From an optimization exercise on the open Yosys and OpenROAD flow, aimed at small area; shortcuts taken in it are not production practice. Only simulation tests tie the RTL to the original design; equivalence was not proved. Power figures rest on the tool's default switching activity, not on a simulated workload.

==> flow/design.v <==
module SYS_CTRL(
input wire clk,
input wire rst_n,
input wire [7:0] rx_data,
input wire rx_valid,
input wire tx_busy,
output wire [7:0] tx_data,
output wire tx_valid,
output wire [7:0] uart_config,
output wire [7:0] div_ratio
);
localparam [3:0] S_CLR0 = 4'd0, S_CLR1 = 4'd1, S_CLR2 = 4'd2, S_IDLE = 4'd3,
                 S_WA = 4'd4, S_WD = 4'd5, S_RA = 4'd6, S_RD = 4'd7,
                 S_CA = 4'd8, S_CB = 4'd9, S_FN = 4'd10, S_EX = 4'd11,
                 S_SHA = 4'd12, S_SHB = 4'd13, S_OF1 = 4'd14, S_OF2 = 4'd15;
reg [3:0] state;
reg [3:0] areg;         
reg       rd;           
reg [6:0] cnt;          
reg       c;            
reg       fl;           
reg       dly;          
reg       pend;         
reg [1:0] ph3;          
reg [1:0] ph4;          
reg [15:0] s;
reg [7:0] r0, r1, r2, r3;
reg [95:0] ring;
wire clr = (state == S_CLR0) | (state == S_CLR1) | (state == S_CLR2);
wire rxv = rx_valid;
reg [1:0] m3;
always @(*) begin
  case (areg)
    4'd0, 4'd3, 4'd6, 4'd9, 4'd12, 4'd15: m3 = 2'd1;   
    4'd1, 4'd4, 4'd7, 4'd10, 4'd13:       m3 = 2'd0;
    default:                              m3 = 2'd2;
  endcase
end
wire [2:0] p3s = {1'b0, m3} + {1'b0, ph3};
wire [1:0] pos3 = (p3s >= 3'd3) ? p3s - 3'd3 : p3s[1:0];
wire [1:0] pos4 = areg[1:0] + ph4;
wire ring_addr = (areg[3:2] != 2'b00);
wire ip_hit = (pos3 == 2'd2);                   
wire tap_hit = (pos3 == 2'd0) & (pos4 == 2'd0);  
wire wd_now = (state == S_WD) & rxv;
wire wr_ring = ((wd_now & ring_addr) | pend) & ip_hit;
wire [7:0] wbyte = clr ? 8'd0 : (pend ? s[7:0] : rx_data);
wire ins0 = clr | (wr_ring & (pos4 == 2'd3));
wire ins3 = clr | (wr_ring & (pos4 == 2'd2));
wire ins6 = clr | (wr_ring & (pos4 == 2'd1));
wire ins9 = clr | (wr_ring & (pos4 == 2'd0));
always @(posedge clk) begin
  ring[7:0]   <= ins0 ? wbyte : ring[95:88];
  ring[15:8]  <= ring[7:0];
  ring[23:16] <= ring[15:8];
  ring[31:24] <= ins3 ? wbyte : ring[23:16];
  ring[39:32] <= ring[31:24];
  ring[47:40] <= ring[39:32];
  ring[55:48] <= ins6 ? wbyte : ring[47:40];
  ring[63:56] <= ring[55:48];
  ring[71:64] <= ring[63:56];
  ring[79:72] <= ins9 ? wbyte : ring[71:64];
  ring[87:80] <= ring[79:72];
  ring[95:88] <= ring[87:80];
end
always @(posedge clk or negedge rst_n) begin
  if (!rst_n) begin
    ph3 <= 2'd0;
    ph4 <= 2'd0;
    pend <= 1'b0;
  end else begin
    ph3 <= (ph3 == 2'd2) ? 2'd0 : ph3 + 2'd1;
    ph4 <= ph4 + 2'd1;
    if (wd_now & ring_addr & ~ip_hit)
      pend <= 1'b1;
    else if (pend & ip_hit)
      pend <= 1'b0;
  end
end
wire [7:0] rxd = rx_data & {8{~clr}};
always @(posedge clk) begin
  if (clr | (wd_now & (areg == 4'd0)) | ((state == S_CA) & rxv))
    r0 <= rxd;
  if (clr | (wd_now & (areg == 4'd1)) | ((state == S_CB) & rxv))
    r1 <= rxd;
end
always @(posedge clk or negedge rst_n) begin
  if (!rst_n) begin
    r2 <= 8'h21;
    r3 <= 8'h08;
  end else begin
    if (wd_now & (areg == 4'd2)) r2 <= rx_data;
    if (wd_now & (areg == 4'd3)) r3 <= rx_data;
  end
end
assign uart_config = r2;
assign div_ratio = r3;
wire [3:0] k = cnt[3:0];
wire [2:0] j = cnt[6:4];
wire lo = ~k[3];
wire f_add = ~rd & (areg == 4'd0);
wire f_sub = ~rd & (areg == 4'd1);
wire f_mul = ~rd & (areg == 4'd2);
wire f_div = ~rd & (areg == 4'd3);
wire f_cmp = ~rd & ((areg == 4'd10) | (areg == 4'd11) | (areg == 4'd12));
wire f_shr = ~rd & (areg == 4'd13);
wire f_shl = ~rd & (areg == 4'd14);
reg [4:0] off;
always @(*) begin
  if (f_mul)      off = {2'b00, j};
  else if (f_shl) off = 5'd1;
  else if (f_shr) off = 5'h1f;
  else            off = 5'd0;
end
wire [4:0] d = {1'b0, k} - off;
wire vd = (d[4:3] == 2'b00);
wire [2:0] ia = f_div ? ~j : d[2:0];
wire [2:0] ib = f_mul ? j : k[2:0];
wire [7:0] opa = (rd & areg[1]) ? r2 : r0;
wire [7:0] opb = (rd & areg[1]) ? r3 : r1;
wire a_bit = opa[ia];
wire b_bit = opb[ib];
wire av = a_bit & vd;
wire bv = b_bit & lo;
wire bz = (r1 == 8'd0);
wire first = (k == 4'd0);
reg x, y, cinit;
always @(*) begin
  x = av;
  y = bv;
  cinit = 1'b0;
  if (f_sub | f_cmp) begin
    y = ~bv;
    cinit = 1'b1;
  end
  if (f_mul) begin
    x = s[0] & (j != 3'd0);
    y = av & b_bit;
  end
  if (f_div) begin
    x = first ? a_bit : (dly & (j != 3'd0));
    y = bv ^ fl;
    cinit = fl;
  end
end
wire ce = first ? cinit : c;
wire sum = x ^ y ^ ce;
wire cout = (x & y) | (x & ce) | (y & ce);
wire q = (k == 4'd8) ? ~sum : fl;
reg sin;
always @(*) begin
  if (rd)
    sin = lo & (areg[0] ? b_bit : a_bit);
  else begin
    case (areg)
      4'd0, 4'd1, 4'd2: sin = sum;
      4'd3:  sin = lo ? sum : ((k == (4'd15 - {1'b0, j})) ? (q & ~bz) : s[0]);
      4'd4:  sin = lo & (av & bv);
      4'd5:  sin = lo & (av | bv);
      4'd6:  sin = ~(lo & av & bv);
      4'd7:  sin = ~(lo & (av | bv));
      4'd8:  sin = lo & (av ^ bv);
      4'd9:  sin = ~(lo & (av ^ bv));
      4'd10: sin = (j == 3'd1) & (k == 4'd0) & fl;
      4'd11: sin = (j == 3'd1) & (k == 4'd1) & c & ~fl;
      4'd12: sin = (j == 3'd1) & (k[3:1] == 3'd0) & ~c;
      4'd13, 4'd14: sin = av;
      default: sin = 1'b0;
    endcase
  end
end
wire ex = (state == S_EX);
wire last = (f_mul | f_div) ? (cnt == 7'd127) :
            f_cmp ? (cnt == 7'd31) : (cnt == 7'd15);
always @(posedge clk) begin
  if (ex) begin
    dly <= s[0];
    if (~(f_cmp & (j == 3'd1)))
      c <= cout;
    if (f_div & (k == 4'd8))
      fl <= ~sum;
    if (f_cmp & (j == 3'd0) & lo)
      fl <= fl & ~(av ^ bv);
  end else if (state == S_FN)
    fl <= 1'b1;
end
wire shift = ex | (state == S_SHA) | (state == S_SHB);
wire sbit = ex & sin;
wire ld = wd_now | ((state == S_RD) & tap_hit);
wire [7:0] pbus = (state == S_WD) ? rx_data : ring[7:0];
always @(posedge clk) begin
  if (shift)
    s <= {sbit, s[15:1]};
  else if (ld)
    s[7:0] <= pbus;
end
assign tx_data = s[7:0];
assign tx_valid = (state == S_OF1) | (state == S_OF2);
always @(posedge clk) begin
  if (state == S_FN | state == S_RA | state == S_OF1)
    cnt <= 7'd0;
  else
    cnt <= cnt + 7'd1;
  if ((state == S_WA | state == S_RA | state == S_FN) & rxv)
    areg <= rx_data[3:0];
  if (state == S_RA)
    rd <= 1'b1;
  else if (state == S_FN)
    rd <= 1'b0;
end
always @(posedge clk or negedge rst_n) begin
  if (!rst_n)
    state <= S_CLR0;
  else begin
    case (state)
      S_CLR0: state <= S_CLR1;
      S_CLR1: state <= S_CLR2;
      S_CLR2: state <= S_IDLE;
      S_IDLE: if (rxv) begin
                if (rx_data == 8'hAA) state <= S_WA;
                else if (rx_data == 8'hBB) state <= S_RA;
                else if (rx_data == 8'hCC) state <= S_CA;
                else if (rx_data == 8'hDD) state <= S_FN;
              end
      S_WA:   if (rxv) state <= S_WD;
      S_WD:   if (rxv) state <= S_IDLE;
      S_RA:   if (rxv) state <= (rx_data[3:2] == 2'b00) ? S_EX : S_RD;
      S_RD:   if (tap_hit) state <= S_OF1;
      S_CA:   if (rxv) state <= S_CB;
      S_CB:   if (rxv) state <= S_FN;
      S_FN:   if (rxv) state <= S_EX;
      S_EX:   if (last) state <= f_div ? S_SHA : S_OF1;
      S_SHA:  if (cnt[2:0] == 3'd7) state <= S_OF1;
      S_OF1:  if (~tx_busy) state <= rd ? S_IDLE : S_SHB;
      S_SHB:  if (cnt[2:0] == 3'd7) state <= S_OF2;
      S_OF2:  if (~tx_busy) state <= S_IDLE;
    endcase
  end
end
endmodule
==> flow/config.mk <==
export PLATFORM = sky130hd
export DESIGN_NAME = SYS_CTRL
export DESIGN_NICKNAME = SYS_CTRL
export VERILOG_FILES = /design/flow/design.v
export SDC_FILE = /design/flow/constraint.sdc
export NUM_CORES = 4
export LEC_CHECK = 0
export ABC_AREA = 1
export CAP_MARGIN = 20
export CORE_MARGIN = 2
export CORE_UTILIZATION = 40
export CTS_BUF_LIST = sky130_fd_sc_hd__clkbuf_8
export SLEW_MARGIN = 20
==> flow/constraint.sdc <==
create_clock -name core_clock -period 40.0 [get_ports {clk}]
set_input_delay 8.0000 -clock core_clock [delete_from_list [all_inputs] [get_ports {clk}]]
set_output_delay 8.0000 -clock core_clock [all_outputs]
set_load 0.01 [all_outputs]
run.sh (not shown) runs the stock make flow with config.mk's settings and CLKGATE_MAP_FILE= SYNTH_SCRIPT=/design/flow/synth_recipe.tcl, a recipe that flattens the netlist after the stock synthesis.
Then changed:
--- a/flow/design.v
+++ b/flow/design.v
@@ -7,14 +7,14 @@
 output wire [7:0] tx_data,
 output wire tx_valid,
 output wire [7:0] uart_config,
 output wire [7:0] div_ratio
 );
-localparam [3:0] S_CLR0 = 4'd0, S_CLR1 = 4'd1, S_CLR2 = 4'd2, S_IDLE = 4'd3,
-                 S_WA = 4'd4, S_WD = 4'd5, S_RA = 4'd6, S_RD = 4'd7,
-                 S_CA = 4'd8, S_CB = 4'd9, S_FN = 4'd10, S_EX = 4'd11,
-                 S_SHA = 4'd12, S_SHB = 4'd13, S_OF1 = 4'd14, S_OF2 = 4'd15;
+localparam [3:0] S_CLR = 4'd0, S_IDLE = 4'd1, S_WA = 4'd2, S_WD = 4'd3,
+                 S_RA = 4'd4, S_RD = 4'd5, S_CA = 4'd6, S_CB = 4'd7,
+                 S_EX = 4'd8, S_SHA = 4'd9, S_SHB = 4'd10, S_FN = 4'd11,
+                 S_OF1 = 4'd12, S_OF2 = 4'd13;
 reg [3:0] state;
 reg [3:0] areg;         
 reg       rd;           
 reg [6:0] cnt;          
 reg       c;            
@@ -24,11 +24,11 @@
 reg [1:0] ph3;          
 reg [1:0] ph4;          
 reg [15:0] s;
 reg [7:0] r0, r1, r2, r3;
 reg [95:0] ring;
-wire clr = (state == S_CLR0) | (state == S_CLR1) | (state == S_CLR2);
+wire clr = (state == S_CLR);
 wire rxv = rx_valid;
 reg [1:0] m3;
 always @(*) begin
   case (areg)
     4'd0, 4'd3, 4'd6, 4'd9, 4'd12, 4'd15: m3 = 2'd1;   
@@ -159,65 +159,59 @@
       4'd5:  sin = lo & (av | bv);
       4'd6:  sin = ~(lo & av & bv);
       4'd7:  sin = ~(lo & (av | bv));
       4'd8:  sin = lo & (av ^ bv);
       4'd9:  sin = ~(lo & (av ^ bv));
-      4'd10: sin = (j == 3'd1) & (k == 4'd0) & fl;
-      4'd11: sin = (j == 3'd1) & (k == 4'd1) & c & ~fl;
-      4'd12: sin = (j == 3'd1) & (k[3:1] == 3'd0) & ~c;
+      4'd10: sin = (j != 3'd0) & (k == 4'd0) & fl;
+      4'd11: sin = (j != 3'd0) & (k == 4'd1) & c & ~fl;
+      4'd12: sin = (j != 3'd0) & (k[3:1] == 3'd0) & ~c;
       4'd13, 4'd14: sin = av;
       default: sin = 1'b0;
     endcase
   end
 end
 wire ex = (state == S_EX);
-wire last = (f_mul | f_div) ? (cnt == 7'd127) :
-            f_cmp ? (cnt == 7'd31) : (cnt == 7'd15);
+wire last = (cnt == 7'd127);
 always @(posedge clk) begin
   if (ex) begin
     dly <= s[0];
-    if (~(f_cmp & (j == 3'd1)))
+    if (~(f_cmp & (j != 3'd0)))
       c <= cout;
     if (f_div & (k == 4'd8))
       fl <= ~sum;
     if (f_cmp & (j == 3'd0) & lo)
       fl <= fl & ~(av ^ bv);
   end else if (state == S_FN)
     fl <= 1'b1;
 end
 wire shift = ex | (state == S_SHA) | (state == S_SHB);
 wire sbit = ex & sin;
-wire ld = wd_now | ((state == S_RD) & tap_hit);
+wire ld = (state == S_WD) | (state == S_RD);
 wire [7:0] pbus = (state == S_WD) ? rx_data : ring[7:0];
 always @(posedge clk) begin
   if (shift)
     s <= {sbit, s[15:1]};
   else if (ld)
     s[7:0] <= pbus;
 end
 assign tx_data = s[7:0];
 assign tx_valid = (state == S_OF1) | (state == S_OF2);
 always @(posedge clk) begin
-  if (state == S_FN | state == S_RA | state == S_OF1)
-    cnt <= 7'd0;
-  else
-    cnt <= cnt + 7'd1;
+  cnt <= shift ? cnt + 7'd1 : 7'd0;
   if ((state == S_WA | state == S_RA | state == S_FN) & rxv)
     areg <= rx_data[3:0];
   if (state == S_RA)
     rd <= 1'b1;
   else if (state == S_FN)
     rd <= 1'b0;
 end
 always @(posedge clk or negedge rst_n) begin
   if (!rst_n)
-    state <= S_CLR0;
+    state <= S_CLR;
   else begin
     case (state)
-      S_CLR0: state <= S_CLR1;
-      S_CLR1: state <= S_CLR2;
-      S_CLR2: state <= S_IDLE;
+      S_CLR:  if (ph3 == 2'd2) state <= S_IDLE;
       S_IDLE: if (rxv) begin
                 if (rx_data == 8'hAA) state <= S_WA;
                 else if (rx_data == 8'hBB) state <= S_RA;
                 else if (rx_data == 8'hCC) state <= S_CA;
                 else if (rx_data == 8'hDD) state <= S_FN;
@@ -232,9 +226,10 @@
       S_EX:   if (last) state <= f_div ? S_SHA : S_OF1;
       S_SHA:  if (cnt[2:0] == 3'd7) state <= S_OF1;
       S_OF1:  if (~tx_busy) state <= rd ? S_IDLE : S_SHB;
       S_SHB:  if (cnt[2:0] == 3'd7) state <= S_OF2;
       S_OF2:  if (~tx_busy) state <= S_IDLE;
+      default: state <= S_IDLE;
     endcase
   end
 end
 endmodule
Sequential share of layout area barely changes.
Power rises by a few percent.
Die area barely changes.
Design area stays flat.
Worst setup slack loses 4.5 ps.
Flip-flop and latch count stays the same.
Final cell count rose slightly.
Via count went down slightly.
Routed wire length goes down slightly.
First-iteration DRC count came out higher by a quarter to a third.

[separate check: timing with driven ports]
In the flow no input, the clock included, has a driving cell. The finished layouts below were timed again as built, in two steps.
Step 1 sets driving cells, clkbuf_16 on the clock port and buf_2 on the other inputs (assumed; they add their load-dependent delay and slew).
Step 2 moves the port delays by t, midway between the first and last clock arrival at a register: inputs arrive t later, outputs are due t later. That takes back most of the time a late clock gives input paths.
Three values: ideal, step 1, step 2; two values: the first two.
run	t, ns	setup slack, ns	hold WS [ns]	worst setup path at the end	slew at the worst register clock pin (ns)
the first run	0.494	30.125 / 30.085 / 29.914	0.326 / 0.326 / 0.326	input to register	0.10 / 0.10
the second run	0.492	30.120 / 30.083 / 29.950	0.333 / 0.333 / 0.333	input to register	0.10 / 0.10
After both steps setup and hold are still met in every run listed. For the first run, which loses most, drivers alone change the setup slack by -0.040 ns; drivers and shift together by -0.211 ns.
